Context: an optimization exercise on an open-source flow, tuned for small area, a short achievable clock period and few clock cycles per item. The choices shown serve that exercise and are no tape-out recipe.
RTL that was checked went through simulation tests only; none was proved equivalent to the original.
Power and IR drop assume default switching activity.

==> run a: inputs <==
==> flow/design.v <==
`timescale 1ns/100ps
module cache_controller (
    input clock,
    input reset,
    input read,
    input write,
    input [7:0] address,
    input [7:0] writedata,
    input mem_BUSY,
    input [31:0] mem_readdata,
    output reg [7:0] readdata,
    output reg mem_read, mem_write,
    output reg BUSY,
    output reg [5:0] mem_address,
    output reg [31:0] mem_writedata
);
    reg        cache_VALID [7:0];
    reg        cache_DIRTY [7:0];
    reg [2:0]  cache_TAG   [7:0];
    reg [31:0] cache_DATA  [7:0];
    integer i;
    wire [2:0] idx = address[4:2];
    wire       req = read | write;
    wire [7:0] line_oh = 8'd1 << idx;
    wire [3:0] byte_oh = 4'd1 << address[1:0];
    wire [8*39-1:0] lines;
    genvar g;
    generate
        for (g = 0; g < 8; g = g + 1) begin : g_line
            wire hit_g = cache_VALID[g] & (cache_TAG[g] == address[7:5]);
            assign lines[39*g +: 39] = {hit_g, !hit_g & cache_DIRTY[g], !hit_g & !cache_DIRTY[g],
                                        cache_DIRTY[g], cache_TAG[g], cache_DATA[g]};
        end
    endgenerate
    wire        HIT, MISS_DIRTY, MISS_CLEAN, DIRTY;
    wire [2:0]  TAG;
    wire [31:0] DATA;
    cache_sel #(.N(8), .W(39)) u_line (.sel(line_oh), .in(lines),
                                       .out({HIT, MISS_DIRTY, MISS_CLEAN, DIRTY, TAG, DATA}));
    reg st_rd, st_wb, done;
    wire idle = !(st_rd | st_wb | done);
    reg  [2:0] lidx;
    reg  [1:0] bsel;
    reg        wbyte;
    wire [7:0] rbyte;
    cache_sel #(.N(8), .W(8)) u_rbyte (.sel({byte_oh & {4{st_rd}}, byte_oh & {4{!st_rd}}}),
                                       .in({mem_readdata, DATA}), .out(rbyte));
    wire miss_clean = idle && req && MISS_CLEAN;
    wire miss_dirty = idle && req && MISS_DIRTY;
    wire rd_next = miss_clean | (st_wb & !mem_BUSY) | (st_rd & mem_BUSY);
    wire wb_next = miss_dirty | (st_wb & mem_BUSY);
    always @(posedge clock or posedge reset) begin
        if (reset) begin
            st_rd <= 1'b0;
            st_wb <= 1'b0;
            done  <= 1'b0;
        end else begin
            st_rd <= rd_next;
            st_wb <= wb_next;
            done  <= (idle & req & HIT) | (st_rd & !mem_BUSY);
        end
    end
    always @(posedge clock) begin
        mem_read  <= !reset & rd_next;
        mem_write <= !reset & wb_next;
    end
    always @(posedge clock) begin
        BUSY <= st_rd ? mem_BUSY : !(idle & HIT);
        readdata <= rbyte;
        mem_writedata <= DATA;
        lidx <= idx;
        bsel <= address[1:0];
        wbyte <= write & ((idle & req & HIT) | (st_rd & !mem_BUSY));
        mem_address[2:0] <= idx;
        if (idle)
            mem_address[5:3] <= DIRTY ? TAG : address[7:5];
        else if (!(st_wb & mem_BUSY))
            mem_address[5:3] <= address[7:5];
    end
    always @(posedge clock) begin
        if (reset) begin
            for (i = 0; i < 8; i = i + 1) begin
                cache_VALID[i] <= 1'b0;
                cache_DIRTY[i] <= 1'b0;
            end
        end else if (st_rd) begin
            cache_VALID[lidx] <= 1'b1;
            cache_DIRTY[lidx] <= 1'b0;
            cache_TAG[lidx]   <= address[7:5];
        end else if (wbyte) begin
            cache_DIRTY[lidx] <= 1'b1;
        end
    end
    always @(posedge clock) begin
        if (st_rd) begin
            cache_DATA[lidx] <= mem_readdata;
        end else if (wbyte) begin
            case (bsel)
                2'd0: cache_DATA[lidx][7:0]   <= writedata;
                2'd1: cache_DATA[lidx][15:8]  <= writedata;
                2'd2: cache_DATA[lidx][23:16] <= writedata;
                default: cache_DATA[lidx][31:24] <= writedata;
            endcase
        end
    end
endmodule
module cache_sel #(parameter N = 8, parameter W = 32) (
    input  [N-1:0]   sel,
    input  [N*W-1:0] in,
    output reg [W-1:0] out
);
    integer k;
    always @(*) begin
        out = {W{1'b0}};
        for (k = 0; k < N; k = k + 1)
            out = out | ({W{sel[k]}} & in[W*k +: W]);
    end
endmodule
==> flow/flow/run.sh <==
#!/bin/bash
# Standard layout, with the ports buffered by the smallest plain buffer instead of
# the delay cell buffer_ports picks by default.
cp standard.sh standard_sh_copy.log
export BUFFER_PORTS_ARGS="-buffer_cell sky130_fd_sc_hd__buf_1"
bash standard.sh > standard.log 2>&1
==> flow/standard.sh <==
#!/bin/bash
# synth_recipe.tcl (not shown) runs the flow's synth.tcl, then flattens the netlist and writes it again
# the make line also repeats each setting of config.mk as NAME=value (left out here)
make -C /OpenROAD-flow-scripts/flow DESIGN_CONFIG=/design/flow/config.mk WORK_HOME=/design/flow/orfs CLKGATE_MAP_FILE= SYNTH_SCRIPT=/design/flow/synth_recipe.tcl "${@:-finish}"
==> flow/config.mk <==
export PLATFORM = sky130hd
export DESIGN_NAME = cache_controller
export DESIGN_NICKNAME = cache_controller
export VERILOG_FILES = /design/flow/design.v
export SDC_FILE = /design/flow/constraint.sdc
export NUM_CORES = 4
export LEC_CHECK = 0
export CAP_MARGIN = 20
export CORE_MARGIN = 2
export CORE_UTILIZATION = 60
export CTS_BUF_LIST = sky130_fd_sc_hd__clkbuf_8
export CTS_CLUSTER_DIAMETER = 50
export CTS_CLUSTER_SIZE = 15
export PLACE_DENSITY = 0.75
export SETUP_SLACK_MARGIN = 3.65
export SLEW_MARGIN = 20
export SYNTH_HIERARCHICAL = 1
export SYNTH_MINIMUM_KEEP_SIZE = 0
==> flow/constraint.sdc <==
create_clock -name core_clock -period 6.0 [get_ports {clock}]
set_input_delay 1.2000 -clock core_clock [delete_from_list [all_inputs] [get_ports {clock}]]
set_output_delay 1.2000 -clock core_clock [all_outputs]
set_load 0.01 [all_outputs]
==> run b (differences from run a) <==
==> flow/design.v (replaced) <==
`timescale 1ns/100ps
module cache_controller (
    input clock,
    input reset,
    input read,
    input write,
    input [7:0] address,
    input [7:0] writedata,
    input mem_BUSY,
    input [31:0] mem_readdata,
    output [7:0] readdata,
    output reg mem_read, mem_write,
    output reg BUSY,
    output reg [5:0] mem_address,
    output reg [31:0] mem_writedata
);
    reg        cache_VALID [7:0];
    reg        cache_DIRTY [7:0];
    reg [2:0]  cache_TAG   [7:0];
    reg [31:0] cache_DATA  [7:0];
    integer i;
    wire [2:0] idx = address[4:2];
    wire       req = read | write;
    wire        VALID = cache_VALID[idx];
    wire        DIRTY = cache_DIRTY[idx];
    wire [2:0]  TAG   = cache_TAG[idx];
    wire [31:0] DATA  = cache_DATA[idx];
    wire        HIT   = VALID && (TAG == address[7:5]);
    reg done;
    wire idle = !(mem_read | mem_write | done);
    wire [2:0] lidx = mem_address[2:0];
    reg  [3:0] bsel;
    assign readdata = ({8{bsel[0]}} & mem_writedata[7:0])   |
                      ({8{bsel[1]}} & mem_writedata[15:8])  |
                      ({8{bsel[2]}} & mem_writedata[23:16]) |
                      ({8{bsel[3]}} & mem_writedata[31:24]);
    wire miss_clean = idle && req && !HIT && !(VALID && DIRTY);
    wire miss_dirty = idle && req && !HIT && VALID && DIRTY;
    always @(posedge clock or posedge reset) begin
        if (reset) begin
            mem_read  <= 1'b0;
            mem_write <= 1'b0;
            done      <= 1'b0;
        end else begin
            mem_read  <= miss_clean | (mem_write & !mem_BUSY) | (mem_read & mem_BUSY);
            mem_write <= miss_dirty | (mem_write & mem_BUSY);
            done      <= (idle & req & HIT) | (mem_read & !mem_BUSY);
        end
    end
    always @(posedge clock) begin
        BUSY <= mem_read ? mem_BUSY : !(idle & HIT);
        mem_writedata <= mem_read ? mem_readdata : DATA;
        bsel <= 4'b0001 << address[1:0];
        mem_address[2:0] <= idx;
        mem_address[5:3] <= ((idle & VALID & DIRTY) | (mem_write & mem_BUSY)) ? TAG : address[7:5];
    end
    always @(posedge clock) begin
        if (reset) begin
            for (i = 0; i < 8; i = i + 1) begin
                cache_VALID[i] <= 1'b0;
                cache_DIRTY[i] <= 1'b0;
            end
        end else if (mem_read) begin
            cache_VALID[lidx] <= 1'b1;
            cache_DIRTY[lidx] <= 1'b0;
            cache_TAG[lidx]   <= address[7:5];
        end else if (done && write) begin
            cache_DIRTY[lidx] <= 1'b1;
        end
    end
    always @(posedge clock) begin
        if (mem_read) begin
            cache_DATA[lidx] <= mem_readdata;
        end else if (done && write) begin
            if (bsel[0]) cache_DATA[lidx][7:0]   <= writedata;
            if (bsel[1]) cache_DATA[lidx][15:8]  <= writedata;
            if (bsel[2]) cache_DATA[lidx][23:16] <= writedata;
            if (bsel[3]) cache_DATA[lidx][31:24] <= writedata;
        end
    end
endmodule
==> flow/run.sh (new file) <==
#!/bin/bash
# synth_recipe.tcl (not shown) runs the flow's synth.tcl, then flattens the netlist and writes it again
# the make line also repeats each setting of config.mk as NAME=value (left out here)
make -C /OpenROAD-flow-scripts/flow DESIGN_CONFIG=/design/flow/config.mk WORK_HOME=/design/flow/orfs CLKGATE_MAP_FILE= SYNTH_SCRIPT=/design/flow/synth_recipe.tcl finish
- CTS_BUF_LIST: sky130_fd_sc_hd__clkbuf_8 -> sky130_fd_sc_hd__clkbuf_16
- CTS_CLUSTER_DIAMETER: 50 -> 60
- CTS_CLUSTER_SIZE: 15 -> 25
- SETUP_SLACK_MARGIN: 3.65 -> 3.5
- SYNTH_HIERARCHICAL: 1 -> unset
- SYNTH_MINIMUM_KEEP_SIZE: 0 -> unset
removed: flow/flow/run.sh
removed: flow/standard.sh
==> run c (differences from run a) <==
--- a/flow/design.v
+++ b/flow/design.v
@@ -21,32 +21,27 @@
     integer i;
     wire [2:0] idx = address[4:2];
     wire       req = read | write;
-    wire [7:0] line_oh = 8'd1 << idx;
-    wire [3:0] byte_oh = 4'd1 << address[1:0];
-    wire [8*39-1:0] lines;
-    genvar g;
-    generate
-        for (g = 0; g < 8; g = g + 1) begin : g_line
-            wire hit_g = cache_VALID[g] & (cache_TAG[g] == address[7:5]);
-            assign lines[39*g +: 39] = {hit_g, !hit_g & cache_DIRTY[g], !hit_g & !cache_DIRTY[g],
-                                        cache_DIRTY[g], cache_TAG[g], cache_DATA[g]};
-        end
-    endgenerate
-    wire        HIT, MISS_DIRTY, MISS_CLEAN, DIRTY;
-    wire [2:0]  TAG;
-    wire [31:0] DATA;
-    cache_sel #(.N(8), .W(39)) u_line (.sel(line_oh), .in(lines),
-                                       .out({HIT, MISS_DIRTY, MISS_CLEAN, DIRTY, TAG, DATA}));
+    wire        VALID = cache_VALID[idx];
+    wire        DIRTY = cache_DIRTY[idx];
+    wire [2:0]  TAG   = cache_TAG[idx];
+    wire [31:0] DATA  = cache_DATA[idx];
+    wire        HIT   = VALID && (TAG == address[7:5]);
     reg st_rd, st_wb, done;
     wire idle = !(st_rd | st_wb | done);
     reg  [2:0] lidx;
     reg  [1:0] bsel;
     reg        wbyte;
-    wire [7:0] rbyte;
-    cache_sel #(.N(8), .W(8)) u_rbyte (.sel({byte_oh & {4{st_rd}}, byte_oh & {4{!st_rd}}}),
-                                       .in({mem_readdata, DATA}), .out(rbyte));
-    wire miss_clean = idle && req && MISS_CLEAN;
-    wire miss_dirty = idle && req && MISS_DIRTY;
+    reg  [7:0]  cache_byte, mem_byte;
+    always @(*) begin
+        case (address[1:0])
+            2'd0: begin cache_byte = DATA[7:0];   mem_byte = mem_readdata[7:0];   end
+            2'd1: begin cache_byte = DATA[15:8];  mem_byte = mem_readdata[15:8];  end
+            2'd2: begin cache_byte = DATA[23:16]; mem_byte = mem_readdata[23:16]; end
+            default: begin cache_byte = DATA[31:24]; mem_byte = mem_readdata[31:24]; end
+        endcase
+    end
+    wire miss_clean = idle && req && !HIT && !DIRTY;
+    wire miss_dirty = idle && req && !HIT && DIRTY;
     wire rd_next = miss_clean | (st_wb & !mem_BUSY) | (st_rd & mem_BUSY);
     wire wb_next = miss_dirty | (st_wb & mem_BUSY);
     always @(posedge clock or posedge reset) begin
@@ -66,16 +61,13 @@
     end
     always @(posedge clock) begin
         BUSY <= st_rd ? mem_BUSY : !(idle & HIT);
-        readdata <= rbyte;
+        readdata <= st_rd ? mem_byte : cache_byte;
         mem_writedata <= DATA;
         lidx <= idx;
         bsel <= address[1:0];
         wbyte <= write & ((idle & req & HIT) | (st_rd & !mem_BUSY));
         mem_address[2:0] <= idx;
-        if (idle)
-            mem_address[5:3] <= DIRTY ? TAG : address[7:5];
-        else if (!(st_wb & mem_BUSY))
-            mem_address[5:3] <= address[7:5];
+        mem_address[5:3] <= ((idle & DIRTY) | (st_wb & mem_BUSY)) ? TAG : address[7:5];
     end
     always @(posedge clock) begin
         if (reset) begin
@@ -104,15 +96,3 @@
         end
     end
 endmodule
-module cache_sel #(parameter N = 8, parameter W = 32) (
-    input  [N-1:0]   sel,
-    input  [N*W-1:0] in,
-    output reg [W-1:0] out
-);
-    integer k;
-    always @(*) begin
-        out = {W{1'b0}};
-        for (k = 0; k < N; k = k + 1)
-            out = out | ({W{sel[k]}} & in[W*k +: W]);
-    end
-endmodule
- CTS_BUF_LIST: sky130_fd_sc_hd__clkbuf_8 -> sky130_fd_sc_hd__clkbuf_16
- CTS_CLUSTER_DIAMETER: 50 -> 60
- CTS_CLUSTER_SIZE: 15 -> 25
- SYNTH_HIERARCHICAL: 1 -> unset
- SYNTH_MINIMUM_KEEP_SIZE: 0 -> unset
==> comparison table <==
Synth Area in XOR/XNOR: run a 1.54%; run b 0.131%; run c 0.191%
Arrival time reported for the critical path endpoint: run a 2.98 ns; run b 1.57 ns; run c 2.77 ns
Met2 Routed Length: run a 17.5 mm; run b 15.3 mm; run c 14.9 mm
Worst hold path endpoint: run a cache_VALID[6]; run b cache_VALID[1]; run c cache_VALID[7]
Result of the run: run a finished clean; run b finished clean; run c finished clean
Crit Path Category: run a in -> reg; run b reg -> out; run c in -> reg
Non-Clock Buffer Count: run a 132; run b 127; run c 116
Count of flip-flops with a built-in enable after synthesis: run a 291; run b 288; run c 288
Pin slew with the least headroom to its limit: run a 0.915 ns; run b 0.698 ns; run c 1.09 ns
Worst skew pair latency: run a 0.60 ns; run b 0.53 ns; run c 0.53 ns
Power share of the clock group: run a 27.8%; run b 28.6%; run c 29.3%
Count of buffering cells on the critical path with inverters included: run a 1; run b 2; run c 1
Total wire length after detailed routing: run a 37.8 mm; run b 31.1 mm; run c 30.9 mm
R2r endpoint: run a readdata[5]; run b cache_DATA[0][11]; run c cache_DATA[2][16]
Netlist cell types: run a 42; run b 34; run c 40
Overall via count from detail_route: run a 8940; run b 7260; run c 7185
Proportion of register bits with asynchronous set or reset after synthesis: run a 0.855%; run b 0.877%; run c 0.855%
Post-synthesis sequential area ratio: run a 72.8%; run b 72.8%; run c 72.0%
Count of filler cells inserted in the layout: run a 1508; run b 1279; run c 1434
Power of the clock network: run a 1.39 mW; run b 1.58 mW; run c 1.50 mW
Crit path max-delay cell type: run a nor3b_2; run b dfxtp_4; run c mux4_2
Testbench counts of run c, summed over its fixed seeds: cycles 16,144, requests 4,800.
For run a and run b, only the layout was checked, not whether the RTL still works.

-- static timing again, ports no longer ideal --
The flow's constraints put no driver on any port. The routed layouts listed below were extracted and timed again, unchanged, in two steps. Step 1, drivers: a clkbuf_16 drives clock and a buf_2 each remaining input, both assumed. Step 2 adds t to the input delays and takes it off the output delays; t is the mean of the earliest and latest rising clock arrival at the registers after step 1. Input paths then give back, and output paths get back, about the clock's delay inside the block. Slacks: no drivers / after step 1 / after step 2; pairs: no drivers / after step 1.
run | t (ns) | setup WS [ns] | hold WS [ns] | worst setup path after step 2 | pins driven straight from the clock port
run a | 0.635 | 3.564 / 3.586 / 2.951 | 0.502 / 0.502 / 0.502 | input to register | 1
run b | 0.569 | 3.230 / 3.182 / 2.885 | 0.455 / 0.455 / 0.455 | input to register | 1
run c | 0.570 | 3.655 / 3.451 / 2.882 | 0.461 / 0.461 / 0.461 | input to register | 1
After both steps setup and hold are still met in every run listed. The setup slack of run c, which loses most, moves by -0.204 ns with the drivers and by -0.773 ns with both steps.
